What follows belongs to an exercise in optimizing a design on an open flow for small area, a short achievable clock period and few clock cycles; a production flow would make more cautious choices. RTL that was checked went through simulation tests only; none was proved equivalent to the original. Power is estimated from default activity; no workload was simulated.

run B:
==> flow/design.v (excerpt) <==
module core(
	input CLK,
	input RST,
	output wire [31:0]  imem_addr,
	input       [31:0]  imem_data,
	output wire         dmem_read,
	output wire         dmem_write,
	output wire [31:0]  dmem_addr,
	output wire [31:0]  dmem_wdata,
	output wire [3:0]   dmem_mask,
	input       [31:0]  dmem_rdata
);
export LEC_CHECK = 0
export CAP_MARGIN = 20
export CORE_MARGIN = 2
export CORE_UTILIZATION = 50
export CTS_CLUSTER_DIAMETER = 70
export CTS_CLUSTER_SIZE = 24
export SLEW_MARGIN = 20
create_clock -name core_clock -period 13.0 [get_ports {CLK}]
standard.sh (not shown) runs the stock make flow with config.mk's settings and CLKGATE_MAP_FILE= SYNTH_SCRIPT=/design/flow/synth_recipe.tcl, a recipe that flattens the netlist after the stock synthesis.
==> flow/flow/run.sh <==
#!/bin/bash
# Standard ORFS layout; timing repair aims well below the clock period.
bash standard.sh SETUP_SLACK_MARGIN=9.0  finish > standard.log 2>&1
#### Input delta (run E over run B)
--- a/flow/design.v
+++ b/flow/design.v
@@ -13,17 +13,16 @@
 );
 	reg  [31:2] pc_f;              
 	reg  [31:0] ir;                
 	reg  [31:2] pc_d;              
 	reg         v_d;               
 	reg  [31:1] s1, s2;            
 	reg         x_v;               
 	reg  [31:0] x_a, x_b, x_c;     
-	reg         x_fc;              
 	reg  [4:0]  x_rd;
 	reg         x_we, x_ld, x_st, x_br, x_jalr, x_link, x_pred;
 	reg  [2:0]  x_f3;              
 	reg  [2:0]  x_rsel;            
 	reg  [5:0]  x_rdc;             
 	reg         x_rj;
 	reg         x_sub, x_sra;
 	reg  [31:0] m_res;             
@@ -88,17 +87,17 @@
 	wire [31:2] imm_t = d_jal ? {{12{ir[31]}}, ir[19:12], ir[20], ir[30:22]}
 	                          : {{20{ir[31]}}, ir[7], ir[30:25], ir[11:9]};
 	wire [31:2] tgt_d = pc_d + imm_t;
 	wire d_pred = d_br & ir[31];
 	wire ld_use = x_v & x_ld & x_we & ((use1 & rs1 == x_rd) | (use2 & rs2 == x_rd));
 	wire stall  = v_d & ld_use;
 	wire [31:0] xa = x_a;
 	wire [31:0] xb = x_b;
-	wire [31:0] xc = x_fc ? m_res : x_c;
+	wire [31:0] xc = x_c;
 	wire [31:0] bb  = x_sub ? ~xb : xb;
 	wire [32:0] sum = {1'b0, xa} + {1'b0, bb} + {32'd0, x_sub};
 	wire ltu = ~sum[32];
 	wire lt  = (xa[31] ^ xb[31]) ? xa[31] : sum[31];
 	wire eq  = (xa == xb);
 	wire left = ~x_rsel[2];
 	reg [31:0] a_rev, s_rev;
 	integer j, j2;
@@ -163,18 +162,17 @@
 			s1[q] <= (imem_data[19:15] == q);
 			s2[q] <= (imem_data[24:20] == q);
 		end
 		pc_d <= pc_f;
 		x_a    <= (use1 & x1) ? res : (use1 & l1) ? ld_v :
 		          d_u ? (d_lui ? 32'd0 : {pc_d, 2'b00}) : r1;
 		x_b    <= ((d_op | d_br) & x2) ? res : ((d_op | d_br) & l2) ? ld_v :
 		          (d_op | d_br) ? r2 : imm_b;
-		x_fc   <= d_st & x2;
-		x_c    <= (d_st & l2) ? ld_v :
+		x_c    <= (d_st & x2) ? res : (d_st & l2) ? ld_v :
 		          d_st ? r2 : ((d_br & ~ir[31]) ? {tgt_d, 2'b00} : {pc_f, 2'b00});
 		x_rd   <= rd;
 		x_we   <= d_we;
 		x_ld   <= d_ld;
 		x_st   <= d_st;
 		x_br   <= d_br;
 		x_jalr <= d_jalr;
 		x_link <= d_jal | d_jalr;
Notes after the runs:
Lower initial core utilization goes to run E over run B.
Min maximum frequency from static timing analysis across run E and run B: run B
Run B -> run E: remaining number of nets flagged by the antenna check after routing delta 0, exact match
Comparing run E and run B, the higher global-route usage is on run B.
The sequential share of layout area of run E exceeds that of run B by 0.25 points.
When run E is measured against run B, its worst reg-to-reg setup slack turns out 0.18 ns higher.
Testbench counts of run E, summed over its fixed seeds: cycles 19,814.
No functional check of the RTL was part of run B.

---

The RTL this note starts from:
==> flow/design.v <==
`timescale 1ns / 1ps
module core(
	input CLK,
	input RST,
	output wire [31:0]  imem_addr,
	input       [31:0]  imem_data,
	output wire         dmem_read,
	output wire         dmem_write,
	output wire [31:0]  dmem_addr,
	output wire [31:0]  dmem_wdata,
	output wire [3:0]   dmem_mask,
	input       [31:0]  dmem_rdata
);
	reg  [31:2] pc_f;              
	reg  [31:0] ir;                
	reg  [31:2] pc_d;              
	reg         v_d;               
	reg  [31:1] s1, s2;            
	reg         x_v;               
	reg  [31:0] x_a, x_b, x_c;     
	reg  [4:0]  x_rd;
	reg         x_we, x_ld, x_st, x_br, x_jalr, x_link, x_pred;
	reg  [2:0]  x_f3;              
	reg  [2:0]  x_rsel;            
	reg  [5:0]  x_rdc;             
	reg         x_rj;
	reg         x_sub, x_sra;
	reg  [31:0] m_res;             
	reg  [31:0] m_wd;              
	reg  [3:0]  m_mask;
	reg  [4:0]  m_rd;
	reg         m_we, m_ld, m_st;
	reg         m_ldi;             
	reg  [2:0]  m_f3;
	reg  [31:0] rf [1:31];
	assign imem_addr = {pc_f, 2'b00};
	assign dmem_read  = m_ld;
	assign dmem_write = m_st;
	assign dmem_addr  = {m_res[31:2], 2'b00};
	assign dmem_wdata = m_wd;
	assign dmem_mask  = m_mask;
	wire [7:0]  ld_b = m_res[1] ? (m_res[0] ? dmem_rdata[31:24] : dmem_rdata[23:16])
	                            : (m_res[0] ? dmem_rdata[15:8]  : dmem_rdata[7:0]);
	wire [15:0] ld_h = m_res[1] ? dmem_rdata[31:16] : dmem_rdata[15:0];
	wire [31:0] ld_v = m_f3[1] ? dmem_rdata :
	                   m_f3[0] ? {{16{~m_f3[2] & ld_h[15]}}, ld_h} :
	                             {{24{~m_f3[2] & ld_b[7]}}, ld_b};
	wire [31:0] wb = m_ldi ? ld_v : m_res;
	always @(posedge CLK) begin
		if (m_we) rf[m_rd] <= wb;
	end
	wire [4:0] rs1 = ir[19:15];
	wire [4:0] rs2 = ir[24:20];
	wire [4:0] rd  = ir[11:7];
	wire [2:0] f3  = ir[14:12];
	wire d_jal  = ir[6] & ir[3];
	wire d_jalr = ir[6] & ir[2] & ~ir[3];
	wire d_br   = ir[6] & ~ir[2];
	wire d_u    = ~ir[6] & ir[2];
	wire d_lui  = d_u & ir[5];
	wire d_alu  = ~ir[6] & ~ir[2] & ir[4];
	wire d_op   = d_alu & ir[5];
	wire d_mem  = ~ir[6] & ~ir[2] & ~ir[4];
	wire d_st   = d_mem & ir[5];
	wire d_ld   = d_mem & ~ir[5];
	wire use1 = ~d_u & ~d_jal;
	wire use2 = d_br | d_st | d_op;
	wire d_we = ~d_br & ~d_st & (rd != 5'd0);
	reg [31:0] rf1, rf2;
	integer k, q;
	always @(*) begin
		rf1 = 32'd0;
		rf2 = 32'd0;
		for (k = 1; k < 32; k = k + 1) begin
			if (s1[k]) rf1 = rf1 | rf[k];
			if (s2[k]) rf2 = rf2 | rf[k];
		end
	end
	wire [31:0] r1 = (m_we && !m_ldi && m_rd == rs1) ? m_res : rf1;
	wire [31:0] r2 = (m_we && !m_ldi && m_rd == rs2) ? m_res : rf2;
	wire x1 = x_v & x_we & (rs1 == x_rd);
	wire x2 = x_v & x_we & (rs2 == x_rd);
	wire l1 = m_ldi & m_we & (rs1 == m_rd);
	wire l2 = m_ldi & m_we & (rs2 == m_rd);
	wire [31:0] imm_b = d_u  ? {ir[31:12], 12'd0} :
	                    d_st ? {{20{ir[31]}}, ir[31:25], ir[11:7]} :
	                           {{20{ir[31]}}, ir[31:20]};
	wire [31:2] imm_t = d_jal ? {{12{ir[31]}}, ir[19:12], ir[20], ir[30:22]}
	                          : {{20{ir[31]}}, ir[7], ir[30:25], ir[11:9]};
	wire [31:2] tgt_d = pc_d + imm_t;
	wire d_pred = d_br & ir[31];
	wire ld_use = x_v & x_ld & x_we & ((use1 & rs1 == x_rd) | (use2 & rs2 == x_rd));
	wire stall  = v_d & ld_use;
	wire [31:0] xa = x_a;
	wire [31:0] xb = x_b;
	wire [31:0] xc = x_c;
	wire [31:0] bb  = x_sub ? ~xb : xb;
	wire [32:0] sum = {1'b0, xa} + {1'b0, bb} + {32'd0, x_sub};
	wire ltu = ~sum[32];
	wire lt  = (xa[31] ^ xb[31]) ? xa[31] : sum[31];
	wire eq  = (xa == xb);
	wire left = ~x_rsel[2];
	reg [31:0] a_rev, s_rev;
	integer j, j2;
	always @(*) for (j = 0; j < 32; j = j + 1) a_rev[j] = xa[31 - j];
	wire [31:0] s_in = left ? a_rev : xa;
	wire [32:0] s_ext = {x_sra & xa[31], s_in};
	wire [32:0] s_out = $signed(s_ext) >>> xb[4:0];
	always @(*) for (j2 = 0; j2 < 32; j2 = j2 + 1) s_rev[j2] = s_out[31 - j2];
	wire [31:0] shv = left ? s_rev : s_out[31:0];
	reg [31:0] res;
	always @(*) begin
		case (x_rsel)
			3'b000: res = sum[31:0];
			3'b001: res = shv;
			3'b010: res = {31'd0, lt};
			3'b011: res = {31'd0, ltu};
			3'b100: res = xa ^ xb;
			3'b101: res = shv;
			3'b110: res = xa | xb;
			default: res = xa & xb;
		endcase
		if (x_link) res = x_c;
	end
	wire redirect_x = x_rj | (x_rdc[0] & eq) | (x_rdc[1] & ~eq) | (x_rdc[2] & lt) |
	                  (x_rdc[3] & ~lt) | (x_rdc[4] & ltu) | (x_rdc[5] & ~ltu);
	wire [31:2] tgt_x = x_jalr ? sum[31:2] : x_c[31:2];
	wire redirect_d = v_d & (d_jal | d_pred) & ~stall & ~redirect_x;
	wire [1:0] lo = sum[1:0];
	wire [3:0] mask = x_f3[1] ? 4'b1111 :
	                  x_f3[0] ? (lo[1] ? 4'b1100 : 4'b0011) :
	                  (4'b0001 << lo);
	wire [31:0] wd = x_f3[1] ? xc : x_f3[0] ? {2{xc[15:0]}} : {4{xc[7:0]}};
	always @(posedge CLK or posedge RST) begin
		if (RST) begin
			pc_f <= 30'd0;
			v_d  <= 1'b0;
			x_v  <= 1'b0;
			x_rj <= 1'b0;
			x_rdc <= 6'b000000;
			m_we <= 1'b0;
			m_ld <= 1'b0;
			m_st <= 1'b0;
		end else begin
			if (redirect_x)      pc_f <= tgt_x;
			else if (stall)      pc_f <= pc_d;
			else if (redirect_d) pc_f <= tgt_d;
			else                 pc_f <= pc_f + 30'd1;
			v_d  <= ~(redirect_x | stall | redirect_d);
			x_v  <= v_d & ~stall & ~redirect_x;
			x_rj <= v_d & ~stall & ~redirect_x & d_jalr;
			x_rdc <= (v_d & ~stall & ~redirect_x & d_br) ?
			         ({f3[2] & f3[1], f3[2] & f3[1], f3[2] & ~f3[1], f3[2] & ~f3[1], ~f3[2], ~f3[2]} &
			          ((f3[0] ^ ir[31]) ? 6'b101010 : 6'b010101)) : 6'b000000;
			m_we <= x_v & x_we;
			m_ld <= x_v & x_ld;
			m_st <= x_v & x_st;
		end
	end
	always @(posedge CLK) begin
		ir   <= imem_data;
		for (q = 1; q < 32; q = q + 1) begin
			s1[q] <= (imem_data[19:15] == q);
			s2[q] <= (imem_data[24:20] == q);
		end
		pc_d <= pc_f;
		x_a    <= (use1 & x1) ? res : (use1 & l1) ? ld_v :
		          d_u ? (d_lui ? 32'd0 : {pc_d, 2'b00}) : r1;
		x_b    <= ((d_op | d_br) & x2) ? res : ((d_op | d_br) & l2) ? ld_v :
		          (d_op | d_br) ? r2 : imm_b;
		x_c    <= (d_st & x2) ? res : (d_st & l2) ? ld_v :
		          d_st ? r2 : ((d_br & ~ir[31]) ? {tgt_d, 2'b00} : {pc_f, 2'b00});
		x_rd   <= rd;
		x_we   <= d_we;
		x_ld   <= d_ld;
		x_st   <= d_st;
		x_br   <= d_br;
		x_jalr <= d_jalr;
		x_link <= d_jal | d_jalr;
		x_pred <= d_pred;
		x_f3   <= f3;
		x_rsel <= d_alu ? f3 : 3'b000;
		x_sub  <= d_br | (d_alu & f3[2:1] == 2'b01) | (d_op & f3 == 3'b000 & ir[30]);
		x_sra  <= ir[30];
		m_res  <= res;
		m_wd   <= wd;
		m_mask <= mask;
		m_rd   <= x_rd;
		m_ldi  <= x_ld;
		m_f3   <= x_f3;
	end
endmodule
==> flow/config.mk <==
export PLATFORM = sky130hd
export DESIGN_NAME = core
export DESIGN_NICKNAME = core
export VERILOG_FILES = /design/flow/design.v
export SDC_FILE = /design/flow/constraint.sdc
export NUM_CORES = 8
export LEC_CHECK = 0
export CAP_MARGIN = 30
export CORE_MARGIN = 2
export CORE_UTILIZATION = 50
export CTS_CLUSTER_DIAMETER = 70
export CTS_CLUSTER_SIZE = 24
export SLEW_MARGIN = 30
==> flow/constraint.sdc <==
create_clock -name core_clock -period 13.0 [get_ports {CLK}]
set_input_delay 2.6000 -clock core_clock [delete_from_list [all_inputs] [get_ports {CLK}]]
set_output_delay 2.6000 -clock core_clock [all_outputs]
set_load 0.01 [all_outputs]
==> flow/flow/run.sh <==
#!/bin/bash
# Standard ORFS layout; timing repair aims well below the clock period.
bash standard.sh SETUP_SLACK_MARGIN=9.0 "BUFFER_PORTS_ARGS=-buffer_cell sky130_fd_sc_hd__buf_2" finish > standard.log 2>&1
Next try:
--- a/flow/design.v
+++ b/flow/design.v
@@ -16,5 +16,4 @@
 	reg  [31:2] pc_d;              
 	reg         v_d;               
-	reg  [31:1] s1, s2;            
 	reg         x_v;               
 	reg  [31:0] x_a, x_b, x_c;     
@@ -25,4 +24,6 @@
 	reg  [5:0]  x_rdc;             
 	reg         x_rj;
+	reg  [5:0]  x_sk;              
+	wire        squash;            
 	reg         x_sub, x_sra;
 	reg  [31:0] m_res;             
@@ -68,11 +69,11 @@
 	wire d_we = ~d_br & ~d_st & (rd != 5'd0);
 	reg [31:0] rf1, rf2;
-	integer k, q;
+	integer k;
 	always @(*) begin
 		rf1 = 32'd0;
 		rf2 = 32'd0;
 		for (k = 1; k < 32; k = k + 1) begin
-			if (s1[k]) rf1 = rf1 | rf[k];
-			if (s2[k]) rf2 = rf2 | rf[k];
+			if (rs1 == k) rf1 = rf1 | rf[k];
+			if (rs2 == k) rf2 = rf2 | rf[k];
 		end
 	end
@@ -89,7 +90,9 @@
 	                          : {{20{ir[31]}}, ir[7], ir[30:25], ir[11:9]};
 	wire [31:2] tgt_d = pc_d + imm_t;
+	wire d_to4 = (imm_t == 30'd1);
+	wire d_to8 = (imm_t == 30'd2);
 	wire d_pred = d_br & ir[31];
 	wire ld_use = x_v & x_ld & x_we & ((use1 & rs1 == x_rd) | (use2 & rs2 == x_rd));
-	wire stall  = v_d & ld_use;
+	wire stall  = v_d & ld_use & ~squash;
 	wire [31:0] xa = x_a;
 	wire [31:0] xb = x_b;
@@ -123,8 +126,10 @@
 		if (x_link) res = x_c;
 	end
+	assign squash = (x_sk[0] & eq) | (x_sk[1] & ~eq) | (x_sk[2] & lt) |
+	              (x_sk[3] & ~lt) | (x_sk[4] & ltu) | (x_sk[5] & ~ltu);
 	wire redirect_x = x_rj | (x_rdc[0] & eq) | (x_rdc[1] & ~eq) | (x_rdc[2] & lt) |
 	                  (x_rdc[3] & ~lt) | (x_rdc[4] & ltu) | (x_rdc[5] & ~ltu);
 	wire [31:2] tgt_x = x_jalr ? sum[31:2] : x_c[31:2];
-	wire redirect_d = v_d & (d_jal | d_pred) & ~stall & ~redirect_x;
+	wire redirect_d = v_d & ((d_jal & ~d_to4) | d_pred) & ~stall & ~redirect_x & ~squash;
 	wire [1:0] lo = sum[1:0];
 	wire [3:0] mask = x_f3[1] ? 4'b1111 :
@@ -139,4 +144,5 @@
 			x_rj <= 1'b0;
 			x_rdc <= 6'b000000;
+			x_sk <= 6'b000000;
 			m_we <= 1'b0;
 			m_ld <= 1'b0;
@@ -148,9 +154,12 @@
 			else                 pc_f <= pc_f + 30'd1;
 			v_d  <= ~(redirect_x | stall | redirect_d);
-			x_v  <= v_d & ~stall & ~redirect_x;
-			x_rj <= v_d & ~stall & ~redirect_x & d_jalr;
-			x_rdc <= (v_d & ~stall & ~redirect_x & d_br) ?
+			x_v  <= v_d & ~stall & ~redirect_x & ~squash;
+			x_rj <= v_d & ~stall & ~redirect_x & ~squash & d_jalr;
+			x_rdc <= (v_d & ~stall & ~redirect_x & ~squash & d_br & ~d_to4 & ~d_to8) ?
 			         ({f3[2] & f3[1], f3[2] & f3[1], f3[2] & ~f3[1], f3[2] & ~f3[1], ~f3[2], ~f3[2]} &
 			          ((f3[0] ^ ir[31]) ? 6'b101010 : 6'b010101)) : 6'b000000;
+			x_sk <= (v_d & ~stall & ~redirect_x & ~squash & d_br & d_to8) ?
+			         ({f3[2] & f3[1], f3[2] & f3[1], f3[2] & ~f3[1], f3[2] & ~f3[1], ~f3[2], ~f3[2]} &
+			          (f3[0] ? 6'b101010 : 6'b010101)) : 6'b000000;
 			m_we <= x_v & x_we;
 			m_ld <= x_v & x_ld;
@@ -160,8 +169,4 @@
 	always @(posedge CLK) begin
 		ir   <= imem_data;
-		for (q = 1; q < 32; q = q + 1) begin
-			s1[q] <= (imem_data[19:15] == q);
-			s2[q] <= (imem_data[24:20] == q);
-		end
 		pc_d <= pc_f;
 		x_a    <= (use1 & x1) ? res : (use1 & l1) ? ld_v :
Result:
- via count rises by 0.51%
- design area rises by 1.5%
- power falls by 1.2%
- worst hold slack stays flat
- setup slack loses 0.061 ns
- fmax falls by 1.5%
- non-clock buffer count rises by 134
- wire length rises by 1.1%
- count of clock-buffer cells in the layout falls by 13
- global-route usage rises by 0.58 points
- critical path depth falls by 7
No run of this note included a check of the RTL's function; only the layout flow was run.

## what the ideal ports hide
How much do the figures lean on ideal ports? The routed layouts below were timed once more, with nothing changed but the port constraints. Step 1: set_driving_cell puts a clkbuf_16 on CLK and a buf_2 on each other input, an assumption about the parent block. Step 2 times the ports against the registers' clock, not the clock port: input delays grow and output delays shrink by t, the midpoint of the rising clock arrivals with the driver on. Three values: ideal, step 1, step 2; two values: the first two.
run	shift t [ns]	setup WS [ns]	hold WS [ns]	worst data-port slew with drivers (ns)
run B	0.843	8.762 / 8.762 / 8.057	0.329 / 0.329 / 0.329	0.04
run E	0.848	8.945 / 8.903 / 8.176	0.338 / 0.338 / 0.338	0.06
the first run of note 2	0.822	8.861 / 8.861 / 8.166	0.339 / 0.339 / 0.339	0.03
the second run of note 2	0.827	8.800 / 8.842 / 8.015	0.339 / 0.339 / 0.339	0.04
After both steps every run listed still meets setup and hold. For the second run of note 2, which loses most, drivers alone change the setup slack by +0.042 ns; drivers and shift together by -0.785 ns.
